Background: an optimization exercise with open tools, aiming at small area. Do not read the settings as production practice.
At most, simulation tests tie the RTL to the original design; equivalence was not proved.
Power and IR drop assume default switching activity.

==> build 58: inputs <==
## flash_bus
module flash_bus #(
	parameter NUM_OF_CHIPS 			= 4,
	parameter CMD_FIFO_DATA_WIDTH 	= 72,
	parameter WR_FIFO_DATA_WIDTH 	= 128,
	parameter RD_FIFO_DATA_WIDTH 	= 136,
	parameter RSLT_FIFO_DATA_WIDTH 	= 26,
	parameter PERIOD 				= 8,
	parameter PAGE_SIZE_WIDTH		= 15
 )
 (
	input 	i_clk,
	input 	i_rst,
        output o_top_bus_active,
        input i_recording_en,
        input i_disp_cmd_req,
        output o_disp_cmd_ack,
        input [CMD_FIFO_DATA_WIDTH-1:0] i_disp_cmd_data,
        output o_disp_rsp_req,
        input i_disp_rsp_ack,
        input i_disp_rsp_listening,
        output [RSLT_FIFO_DATA_WIDTH-1:0] o_disp_rsp_data,
        output [NUM_OF_CHIPS-1:0] o_disp_chip_active,
        output o_disp_wr_buffer_rsvd,
        output o_disp_rd_buffer_rsvd,
        input [15:0] i_adc_sample_fifo_data,
        input        i_adc_sample_fifo_almost_empty,
        input        i_adc_sample_fifo_empty,
  ...
clock: 8.0 ns
lec_check: 0
cap_margin: 20
core_margin: 2
core_utilization: 40
slew_margin: 20
standard.sh (not shown) runs the stock make flow with config.mk's settings and CLKGATE_MAP_FILE= SYNTH_SCRIPT=/design/flow/synth_recipe.tcl, a recipe that flattens the netlist after the stock synthesis.
==> flow/flow/run.sh <==
#!/bin/bash
# Layout flow: the standard flow (standard synthesis netlist structure and
# registers, floorplan, power grid, placement, CTS, routing) with changes that
# only affect how the combinational logic is mapped and buffered:
#  - ABC maps the combinational logic with an area-oriented script
#    (flow/abc_area.script) instead of ORFS's delay-oriented one; the
#    registers Yosys creates are the same;
#  - the input and output ports get sky130_fd_sc_hd__buf_1 port buffers
#    instead of the default clkdlybuf4s50_1;
#  - clock tree synthesis uses smaller clock buffers and no dummy loads.
# The full make output goes to flow_make.log in the work folder; each ORFS step
# also keeps its own log under orfs/logs/.
set -euo pipefail
WORK=$(pwd)
SCRIPTS="$WORK/orfs_scripts"
rm -rf "$SCRIPTS"
cp -r "$FLOW_HOME/scripts" "$SCRIPTS"
if [[ -f flow/abc_area.script ]]; then
  cp flow/abc_area.script "$SCRIPTS/abc_speed.script"
fi
bash standard.sh \
  "SCRIPTS_DIR=$SCRIPTS" \
  "BUFFER_PORTS_ARGS=-buffer_cell sky130_fd_sc_hd__buf_1" \
  "CTS_ARGS=-sink_clustering_enable -repair_clock_nets -dont_use_dummy_load -sink_clustering_size 18 -sink_clustering_max_diameter 70 -buf_list sky130_fd_sc_hd__clkbuf_8" \
  finish > flow_make.log 2>&1
==> flow/flow/abc_area.script <==
strash
&get -n
&deepsyn -T 20
&put
dch -f
amap
==> inputs of trial 33, as changes to build 58 <==
--- a/flow/flow/run.sh
+++ b/flow/flow/run.sh
@@ -17,9 +17,9 @@
 cp -r "$FLOW_HOME/scripts" "$SCRIPTS"
 if [[ -f flow/abc_area.script ]]; then
   cp flow/abc_area.script "$SCRIPTS/abc_speed.script"
 fi
 bash standard.sh \
   "SCRIPTS_DIR=$SCRIPTS" \
   "BUFFER_PORTS_ARGS=-buffer_cell sky130_fd_sc_hd__buf_1" \
-  "CTS_ARGS=-sink_clustering_enable -repair_clock_nets -dont_use_dummy_load -sink_clustering_size 18 -sink_clustering_max_diameter 70 -buf_list sky130_fd_sc_hd__clkbuf_8" \
+  "CTS_ARGS=-sink_clustering_enable -repair_clock_nets -dont_use_dummy_load -sink_clustering_size 14 -sink_clustering_max_diameter 60 -buf_list sky130_fd_sc_hd__clkbuf_8" \
   finish > flow_make.log 2>&1
==> flow/flow/abc_area.script (replaced) <==
strash
dc2
dch -f
amap
strash
dc2
dch -f
amap
topo
dnsize -c
--- a/flow/config.mk
+++ b/flow/config.mk
@@ -4,8 +4,9 @@
 export VERILOG_FILES = /design/flow/design.v
 export SDC_FILE = /design/flow/constraint.sdc
 export NUM_CORES = 4
 export LEC_CHECK = 0
 export CAP_MARGIN = 20
 export CORE_MARGIN = 2
 export CORE_UTILIZATION = 40
+export SETUP_SLACK_MARGIN = 0.3
 export SLEW_MARGIN = 20
==> inputs of build 67, as changes to build 58 <==
--- a/flow/design.v
+++ b/flow/design.v
@@ -4,15 +4,15 @@
 	output 			o_busy,
 	input 	[3:0] 		i_operation,
 	input 	[1:0]		i_chip,
 	input 	[14:0]		i_length,
 	input 			i_start,
 	input 	[159:0]		i_sb_addr,
 	input 			i_startup_done,
-        output  [13:0]          o_sample_count,
+        output  [13:0]          o_sample_count,  
         output	[3:0] 		o_chip_ready,
 	output	[3:0] 		o_chip_exists,
         input [15:0] i_adc_sample_fifo_data,
         input        i_adc_sample_fifo_almost_empty,
         input        i_adc_sample_fifo_empty,
         output       o_adc_sample_fifo_re,
         input        i_adc_sample_fifo_valid,
@@ -220,15 +220,17 @@
 	end
 	assign o_busy = (state_reg != STATE_IDLE);
 	wire [31:0] rdec32_rd = rdec({29'd0, rd_buffer_addr_reg[2:0]}, 1'b1);
 	wire [31:0] rinc32_rd = rinc({22'd0, rd_buffer_addr_reg[12:3]}, 1'b1);
 	wire [31:0] rdec32_wr = rdec({28'd0, wr_buffer_addr_reg[3:0]}, 1'b1);
 	wire [31:0] rinc32_wr = rinc({22'd0, wr_buffer_addr_reg[13:4]}, 1'b1);
 	wire [31:0] rdec32_bc = rdec({17'd0, byte_count_reg}, 1'b1);
-	wire [31:0] rinc32_sc = rinc({18'd0, sample_count_reg}, 1'b1);
+	wire [31:0] rinc32_sl = rinc({28'd0, sample_count_reg[3:0]}, 1'b1);
+	wire [31:0] rinc32_su = rinc({22'd0, sample_count_reg[13:4]}, (sample_count_reg[3:0] == 4'd0));
+	wire [13:0] sample_count_inc = {rinc32_su[9:0], rinc32_sl[3:0]};
 	always @* begin
 		state_next = state_reg;
                 chip_ready_next = chip_ready_reg;
                 chip_exists_next = chip_exists_reg;
                 op_next = op_reg;
 		chip_next = chip_reg;
                 byte_count_next = byte_count_reg;
@@ -378,28 +380,28 @@
 			STATE_READ_ADC_SAMPLES_0: begin
                             if (i_adc_sample_fifo_empty) begin
                                 sample_count_next = 0;
                                 state_next = STATE_READ_ADC_SAMPLES_1;
                             end else if (adc_sample_fifo_re_reg && i_adc_sample_fifo_valid) begin
                                 rd_buffer_data_next = i_adc_sample_fifo_data;
                                 rd_buffer_we_next = 1'b1;
-                                sample_count_next = rinc32_sc[13:0];
+                                sample_count_next = sample_count_inc;
                                 if (i_adc_sample_fifo_almost_empty)
                                     state_next = STATE_READ_ADC_SAMPLES_1;
                                 else
                                     adc_sample_fifo_re_next = 1'b1;
                             end else begin
                                 sample_count_next = 0;
                                 adc_sample_fifo_re_next = 1'b1;
                             end
                         end
 			STATE_READ_ADC_SAMPLES_1: begin
                             rd_buffer_data_next = 16'hFFFF;
                             rd_buffer_we_next = 1'b1;
-                            sample_count_next = rinc32_sc[13:0];
+                            sample_count_next = sample_count_inc;
                             state_next = STATE_IDLE;
                         end
 			default: ;
 		endcase
 	end
         wire [7:0] wr_buffer_data_out_byte = (byte_count_reg[0]) ? i_wr_buffer_data[7:0] : i_wr_buffer_data[15:8];
         always @* begin
@@ -721,16 +723,15 @@
 		end else begin
 			cc_age <= {cc_age[1] & ~cc_load, cc_age[0] & ~cc_load, cc_load};
 			for (k = 0; k < 4; k = k + 1)
 				if (cc_commit && cc_pend_chip == k)
 					sb_cc_valid[k] <= 1'b1;
 		end
 	end
-	wire [31:0] adc_units_w = rinc({22'd0, i_sample_count[13:4]}, (i_sample_count[3:0] != 4'd0));
-	wire [9:0]  adc_units = adc_units_w[9:0];
+	wire [9:0]  adc_units = i_sample_count[13:4];	 
 	always @(posedge i_clk or posedge i_rst) begin
 		if (i_rst) begin
 			state_reg <= STATE_IDLE;
 			sys_cycle_count_reg <= 0;
 			op_cycle_count_reg <= 0;
 			recording_reg <= 0;
 			new_cmd_ack_reg <= 0;
--- a/flow/flow/run.sh
+++ b/flow/flow/run.sh
@@ -17,9 +17,9 @@
 cp -r "$FLOW_HOME/scripts" "$SCRIPTS"
 if [[ -f flow/abc_area.script ]]; then
   cp flow/abc_area.script "$SCRIPTS/abc_speed.script"
 fi
 bash standard.sh \
   "SCRIPTS_DIR=$SCRIPTS" \
   "BUFFER_PORTS_ARGS=-buffer_cell sky130_fd_sc_hd__buf_1" \
-  "CTS_ARGS=-sink_clustering_enable -repair_clock_nets -dont_use_dummy_load -sink_clustering_size 18 -sink_clustering_max_diameter 70 -buf_list sky130_fd_sc_hd__clkbuf_8" \
+  "CTS_ARGS=-sink_clustering_enable -repair_clock_nets -dont_use_dummy_load -sink_clustering_size 14 -sink_clustering_max_diameter 60 -buf_list sky130_fd_sc_hd__clkbuf_8" \
   finish > flow_make.log 2>&1
==> flow/flow/abc_area.script (replaced) <==
strash
&get -n
&deepsyn -J 30 -T 300
&dch -f
&nf -p
&put
==> flow/config.mk (replaced) <==
export PLATFORM = sky130hd
export DESIGN_NAME = flash_bus
export DESIGN_NICKNAME = flash_bus
export VERILOG_FILES = /design/flow/design.v
export SDC_FILE = /design/flow/constraint.sdc
export NUM_CORES = 4
export LEC_CHECK = 0
export CAP_MARGIN = 20
export CORE_MARGIN = 2
export CORE_UTILIZATION = 65
export PLACE_DENSITY = 0.75
export SETUP_SLACK_MARGIN = 0.2
export SLEW_MARGIN = 20
==> inputs of trial 31, as changes to build 58 <==
--- a/flow/design.v
+++ b/flow/design.v
@@ -50,40 +50,14 @@
 	localparam OP_COMPLETEREAD 		= 5;
 	localparam OP_PROGRAM 			= 6;
 	localparam OP_ERASE 			= 7;
 	localparam OP_READID 			= 8;
 	localparam OP_READPARAM 		= 9;
 	localparam OP_CHECK_EXISTS      	= 10;
 	localparam OP_READ_ADC_SAMPLES      	= 11;
-	function [31:0] rinc;
-		input [31:0] a;
-		input        cin;
-		integer i;
-		reg c;
-		begin
-			c = cin;
-			for (i = 0; i < 32; i = i + 1) begin
-				rinc[i] = a[i] ^ c;
-				c = c & a[i];
-			end
-		end
-	endfunction
-	function [31:0] rdec;
-		input [31:0] a;
-		input        bin;
-		integer i;
-		reg c;
-		begin
-			c = bin;
-			for (i = 0; i < 32; i = i + 1) begin
-				rdec[i] = a[i] ^ c;
-				c = c & ~a[i];
-			end
-		end
-	endfunction
 	localparam DELAY_tWP 			= 2;
 	localparam DELAY_tRP 			= 2;
         localparam DELAY_STATE_SEND_COMMAND 	= 6;
         localparam DELAY_STATE_SEND_ADDRESS 	= 6;
         localparam DELAY_STATE_READ_DATA 	= 6;
         localparam DELAY_STATE_WRITE_DATA 	= 6;
         localparam DELAY_STATE_WHR 		= 8;
@@ -215,33 +189,27 @@
 			wr_buffer_addr_reg <= wr_buffer_addr_next;
 			rd_buffer_addr_reg <= rd_buffer_addr_next;
 			rd_buffer_data_reg <= rd_buffer_data_next;
 			rd_buffer_we_reg <= rd_buffer_we_next;
 		end
 	end
 	assign o_busy = (state_reg != STATE_IDLE);
-	wire [31:0] rdec32_rd = rdec({29'd0, rd_buffer_addr_reg[2:0]}, 1'b1);
-	wire [31:0] rinc32_rd = rinc({22'd0, rd_buffer_addr_reg[12:3]}, 1'b1);
-	wire [31:0] rdec32_wr = rdec({28'd0, wr_buffer_addr_reg[3:0]}, 1'b1);
-	wire [31:0] rinc32_wr = rinc({22'd0, wr_buffer_addr_reg[13:4]}, 1'b1);
-	wire [31:0] rdec32_bc = rdec({17'd0, byte_count_reg}, 1'b1);
-	wire [31:0] rinc32_sc = rinc({18'd0, sample_count_reg}, 1'b1);
 	always @* begin
 		state_next = state_reg;
                 chip_ready_next = chip_ready_reg;
                 chip_exists_next = chip_exists_reg;
                 op_next = op_reg;
 		chip_next = chip_reg;
                 byte_count_next = byte_count_reg;
                 sample_count_next = sample_count_reg;
 		addr_bytes_next = addr_bytes_reg;
                 adc_sample_fifo_re_next = 1'b0;
                 wr_buffer_addr_next = wr_buffer_addr_reg;
-                rd_buffer_addr_next[2:0] = (rd_buffer_we_reg) ? rdec32_rd[2:0] : rd_buffer_addr_reg[2:0];
-                rd_buffer_addr_next[12:3] = (rd_buffer_we_reg && (rd_buffer_addr_reg[2:0] == 3'd0)) ? rinc32_rd[9:0] : rd_buffer_addr_reg[12:3];
+                rd_buffer_addr_next[2:0] = (rd_buffer_we_reg) ? rd_buffer_addr_reg[2:0] - 3'd1 : rd_buffer_addr_reg[2:0];
+                rd_buffer_addr_next[12:3] = (rd_buffer_we_reg && (rd_buffer_addr_reg[2:0] == 3'd0)) ? rd_buffer_addr_reg[12:3] + 10'd1 : rd_buffer_addr_reg[12:3];
 		rd_buffer_data_next[15:8] = (!byte_count_reg[0]) ? bus_data_in_reg : rd_buffer_data_reg[15:8];
 		rd_buffer_data_next[7:0] = (byte_count_reg[0]) ? bus_data_in_reg : rd_buffer_data_reg[7:0];
 		rd_buffer_we_next = 1'b0;
                 chip_counter_next = chip_counter_reg;
                 startup_op_next = startup_op_reg;
                 reading_status_next = reading_status_reg;
 		case (state_reg)
@@ -338,68 +306,68 @@
                             if (delay_done) begin
                                 chip_ready_next[chip_reg] = bus_data_in_reg[6];
                                 state_next = STATE_DELAY_RHW;
                             end
 			end
                         STATE_DELAY_ADL: begin
                             if (delay_done) begin
-                                wr_buffer_addr_next[3:0] = rdec32_wr[3:0];
-                                wr_buffer_addr_next[13:4] = (wr_buffer_addr_reg[3:0] == 4'd0) ? rinc32_wr[9:0] : wr_buffer_addr_reg[13:4];
+                                wr_buffer_addr_next[3:0] = wr_buffer_addr_reg[3:0] - 4'd1;
+                                wr_buffer_addr_next[13:4] = (wr_buffer_addr_reg[3:0] == 4'd0) ? wr_buffer_addr_reg[13:4] + 10'd1 : wr_buffer_addr_reg[13:4];
                                 state_next = STATE_WRITE_DATA;
                                 if (op_reg == OP_SET_TIMING_MODE)
                                     byte_count_next = 15'd4;
                             end
                         end
                         STATE_DELAY_RHW, STATE_DELAY_WB: begin
                             if (delay_done)
                                 state_next = (startup_op_reg != 2'd3) ? STATE_STARTUP_0 : STATE_IDLE;
                         end
                         STATE_WRITE_DATA: begin
                             chip_ready_next[chip_reg] = 1'b0;
                             if (delay_done) begin
-                                wr_buffer_addr_next[3:0] = rdec32_wr[3:0];
-                                wr_buffer_addr_next[13:4] = (wr_buffer_addr_reg[3:0] == 4'd0) ? rinc32_wr[9:0] : wr_buffer_addr_reg[13:4];
-                                byte_count_next = rdec32_bc[14:0];
+                                wr_buffer_addr_next[3:0] = wr_buffer_addr_reg[3:0] - 4'd1;
+                                wr_buffer_addr_next[13:4] = (wr_buffer_addr_reg[3:0] == 4'd0) ? wr_buffer_addr_reg[13:4] + 10'd1 : wr_buffer_addr_reg[13:4];
+                                byte_count_next = byte_count_reg - 15'd1;
                                 if (byte_count_reg == 15'd1) begin
                                     state_next = (op_reg == OP_PROGRAM)         ? STATE_SEND_COMMAND_1 :
                                                  (op_reg == OP_SET_TIMING_MODE) ? STATE_DELAY_WB       : STATE_IDLE;
                                 end
                             end
                         end
 			STATE_READ_DATA: begin
                             if (delay_done) begin
                                 rd_buffer_we_next = (op_reg == OP_CHECK_EXISTS) ? 1'b0 : byte_count_reg[0];
                                 if (((op_reg == OP_READID) || (op_reg == OP_CHECK_EXISTS)) && (byte_count_reg == 15'd5) && (bus_data_in_reg != 8'd0))
                                     chip_exists_next[chip_reg] = 1'b1;
-                                byte_count_next = rdec32_bc[14:0];
+                                byte_count_next = byte_count_reg - 15'd1;
                                 if (byte_count_reg == 15'd1)
                                     state_next = STATE_DELAY_RHW;
                             end
                         end
 			STATE_READ_ADC_SAMPLES_0: begin
                             if (i_adc_sample_fifo_empty) begin
                                 sample_count_next = 0;
                                 state_next = STATE_READ_ADC_SAMPLES_1;
                             end else if (adc_sample_fifo_re_reg && i_adc_sample_fifo_valid) begin
                                 rd_buffer_data_next = i_adc_sample_fifo_data;
                                 rd_buffer_we_next = 1'b1;
-                                sample_count_next = rinc32_sc[13:0];
+                                sample_count_next = sample_count_reg + 14'd1;
                                 if (i_adc_sample_fifo_almost_empty)
                                     state_next = STATE_READ_ADC_SAMPLES_1;
                                 else
                                     adc_sample_fifo_re_next = 1'b1;
                             end else begin
                                 sample_count_next = 0;
                                 adc_sample_fifo_re_next = 1'b1;
                             end
                         end
 			STATE_READ_ADC_SAMPLES_1: begin
                             rd_buffer_data_next = 16'hFFFF;
                             rd_buffer_we_next = 1'b1;
-                            sample_count_next = rinc32_sc[13:0];
+                            sample_count_next = sample_count_reg + 14'd1;
                             state_next = STATE_IDLE;
                         end
 			default: ;
 		endcase
 	end
         wire [7:0] wr_buffer_data_out_byte = (byte_count_reg[0]) ? i_wr_buffer_data[7:0] : i_wr_buffer_data[15:8];
         always @* begin
@@ -535,40 +503,14 @@
 	localparam OP_STARTREAD 		= 4;
 	localparam OP_COMPLETEREAD 		= 5;
 	localparam OP_PROGRAM 			= 6;
 	localparam OP_ERASE 			= 7;
 	localparam OP_READID 			= 8;
 	localparam OP_READPARAM 		= 9;
 	localparam OP_READ_ADC_SAMPLES		= 11;
-	function [31:0] rinc;
-		input [31:0] a;
-		input        cin;
-		integer i;
-		reg c;
-		begin
-			c = cin;
-			for (i = 0; i < 32; i = i + 1) begin
-				rinc[i] = a[i] ^ c;
-				c = c & a[i];
-			end
-		end
-	endfunction
-	function [31:0] rdec;
-		input [31:0] a;
-		input        bin;
-		integer i;
-		reg c;
-		begin
-			c = bin;
-			for (i = 0; i < 32; i = i + 1) begin
-				rdec[i] = a[i] ^ c;
-				c = c & ~a[i];
-			end
-		end
-	endfunction
 	localparam CS_READ_START_PENDING = 1;
 	localparam CS_READ_DATA_PENDING  = 2;
 	localparam CS_READ_DATA_DONE	 = 3;
 	localparam CS_WRITE_DATA_PENDING = 4;
 	localparam CS_WRITE_DATA_ONBUS   = 5;
 	localparam CS_WRITE_DATA_DONE    = 6;
 	localparam CS_ERASE_PENDING      = 7;
@@ -621,15 +563,15 @@
 	reg [1:0]  rd_a0, rd_a1, rd_a2;	 
 	wire [1:0] c = curr_chip_reg;
 	wire [7:0] rd_tag   = sb_tag[c];
 	wire [9:0] rd_len   = sb_len[c];
 	wire [4:0] rd_state = sb_state[c];
 	wire       rd_srs   = sb_srs[c];
 	wire        nq_state  = (state_reg == STATE_NEW_RQST_0);
-	reg  [1:0]  cc_addr;		 
+	wire [1:0]  cc_addr   = nq_state ? rd_a2 : c;
 	wire [31:0] cc_rd     = sb_cc_valid[cc_addr] ? sb_cc[cc_addr] : 32'd0;
 	wire [2:0] new_op   = i_disp_cmd_data[48:46];
 	wire [1:0] new_chip = i_disp_cmd_data[41:40];
 	reg  [4:0] new_state;
 	always @* begin
 		case (new_op)
 			3'd0: new_state = CS_WRITE_DATA_PENDING;
@@ -705,15 +647,14 @@
 			cc_pend_chip <= in_nq ? new_chip_reg : c;
 		end
 		if (in_idle) begin
 			new_chip_reg <= new_chip;
 			new_rd_reg <= (new_op == 3'd1) || (new_op == 3'd3) || (new_op == 3'd4) || (new_op == 3'd7);
 			new_wr_reg <= (new_op == 3'd0);
 		end
-		cc_addr <= we_new ? rd_a1 : c;
 		rd_a0 <= in_nq ? new_chip_reg : c;
 		rd_a1 <= rd_a0;
 		rd_a2 <= rd_a1;
 	end
 	always @(posedge i_clk or posedge i_rst) begin
 		if (i_rst) begin
 			sb_cc_valid <= 4'd0;
@@ -721,31 +662,29 @@
 		end else begin
 			cc_age <= {cc_age[1] & ~cc_load, cc_age[0] & ~cc_load, cc_load};
 			for (k = 0; k < 4; k = k + 1)
 				if (cc_commit && cc_pend_chip == k)
 					sb_cc_valid[k] <= 1'b1;
 		end
 	end
-	wire [31:0] adc_units_w = rinc({22'd0, i_sample_count[13:4]}, (i_sample_count[3:0] != 4'd0));
-	wire [9:0]  adc_units = adc_units_w[9:0];
 	always @(posedge i_clk or posedge i_rst) begin
 		if (i_rst) begin
 			state_reg <= STATE_IDLE;
 			sys_cycle_count_reg <= 0;
 			op_cycle_count_reg <= 0;
 			recording_reg <= 0;
 			new_cmd_ack_reg <= 0;
 			new_rsp_req_reg <= 0;
 			new_rsp_data_reg <= 0;
 			chip_active_reg <= 0;
 			wr_buffer_rsvd_reg <= 0;
 			rd_buffer_rsvd_reg <= 0;
 			curr_chip_reg <= 0;
 		end else begin
-			sys_cycle_count_reg <= rinc(sys_cycle_count_reg, 1'b1);
+			sys_cycle_count_reg <= sys_cycle_count_reg + 32'd1;
 			new_cmd_ack_reg <= 1'b0;
 			if (!i_recording_en)
 				recording_reg <= 1'b0;
 			if (i_cyclecount_reset)
 				op_cycle_count_reg <= 0;
 			case (state_reg)
 				STATE_IDLE: begin
@@ -792,15 +731,15 @@
 				STATE_SWITCH_CHIPS: begin
 					curr_chip_reg <= c + 2'd1;
 					state_reg <= STATE_IDLE;
 				end
 				STATE_NEW_RSLT_0: begin
 					new_rsp_req_reg <= 1'b1;
 					if (st_adc)
-						new_rsp_data_reg <= {rd_tag, adc_units};
+						new_rsp_data_reg <= {rd_tag, i_sample_count[13:4] + {9'd0, (i_sample_count[3:0] != 4'd0)}};
 					else
 						new_rsp_data_reg <= {rd_tag, rd_len};
 					state_reg <= STATE_NEW_RSLT_1;
 				end
 				STATE_NEW_RSLT_1: begin
 					if (i_disp_rsp_ack) begin
 						chip_active_reg[c] <= 1'b0;
--- a/flow/flow/run.sh
+++ b/flow/flow/run.sh
@@ -17,9 +17,9 @@
 cp -r "$FLOW_HOME/scripts" "$SCRIPTS"
 if [[ -f flow/abc_area.script ]]; then
   cp flow/abc_area.script "$SCRIPTS/abc_speed.script"
 fi
 bash standard.sh \
   "SCRIPTS_DIR=$SCRIPTS" \
   "BUFFER_PORTS_ARGS=-buffer_cell sky130_fd_sc_hd__buf_1" \
-  "CTS_ARGS=-sink_clustering_enable -repair_clock_nets -dont_use_dummy_load -sink_clustering_size 18 -sink_clustering_max_diameter 70 -buf_list sky130_fd_sc_hd__clkbuf_8" \
+  "CTS_ARGS=-sink_clustering_enable -repair_clock_nets -dont_use_dummy_load -sink_clustering_size 14 -sink_clustering_max_diameter 60 -buf_list sky130_fd_sc_hd__clkbuf_8" \
   finish > flow_make.log 2>&1
==> run notes <==
                                                                               trial 33          build 58                    trial 31              build 67
Status                                                 no timing/DRC/antenna violations  no timing/DRC/antenna violations  complete, but fails checks  no timing/DRC/antenna violations
Reasons for failing layout checks                                                     -                 -                setup timing                     -
Launch point of the worst reg-to-reg path                              busSM.cc_addr[1]  busSM.cc_addr[1]          busSM.state_reg[2]  busSM.sb_cc_valid[2]
Area of all placed cells without fillers                                     33200 um^2        32400 um^2                  33500 um^2            31500 um^2
Clock tree cell share of total cell area                                         0.0240            0.0204                      0.0271                0.0245
Area of combinational cells with multiple inputs                              9640 um^2         8990 um^2                   9210 um^2             9180 um^2
Xor and xnor fraction of the mapped netlist area                                      0                 0                           0               0.00761
Depth of the critical timing path with buffers and inverters included                54                53                          59                    39
Final routed wire length divided by cell count                                  21.0 um           20.9 um                     20.8 um               21.7 um
Worst EP required                                                               8.58 ns           8.53 ns                     8.48 ns               8.57 ns
Peak Freq                                                                     0.132 GHz         0.131 GHz                   0.120 GHz             0.138 GHz
Die span in x                                                                    275 um            275 um                      274 um                214 um
Adder and majority gate portion of the synthesized area                          0.0835            0.0840                      0.0538                0.0812
CP max stage delay                                                              0.51 ns           0.54 ns                     0.58 ns               0.56 ns
Die area                                                                     75800 um^2        75400 um^2                  75300 um^2            46000 um^2
Standby leakage power                                                           11.9 nW           11.7 nW                     11.9 nW               11.7 nW
Taps Inserted                                                                       959               959                         959                   592
For trial 31, only the layout was checked, not whether the RTL still works.

[afterwards: timing with drivers on the ports]
The flow's constraints put no driver on any port. The routed layouts listed below were extracted and timed again, unchanged, in two steps. Step 1: set_driving_cell puts a clkbuf_16 on i_clk and a buf_2 on each other input, an assumption about the parent block. Step 2 also shifts input and output timing later by t, the mid clock arrival at the registers, as if the neighbouring blocks saw the same clock. Three values: ideal ports, drivers, drivers and shift; two values: the first two.
run	t, ns	setup WS [ns]	worst setup path after step 2	worst slew at a driven data input, ns	pins driven straight from the clock port
build 58	0.706	0.341 / 0.341 / 0.341	register to register	0.09	1
trial 33	0.733	0.437 / 0.437 / 0.437	register to register	0.10	1
build 67	0.715	0.761 / 0.761 / 0.761	register to register	0.07	1
trial 31	0.698	-0.348 / -0.348 / -0.348	register to register	0.08	1
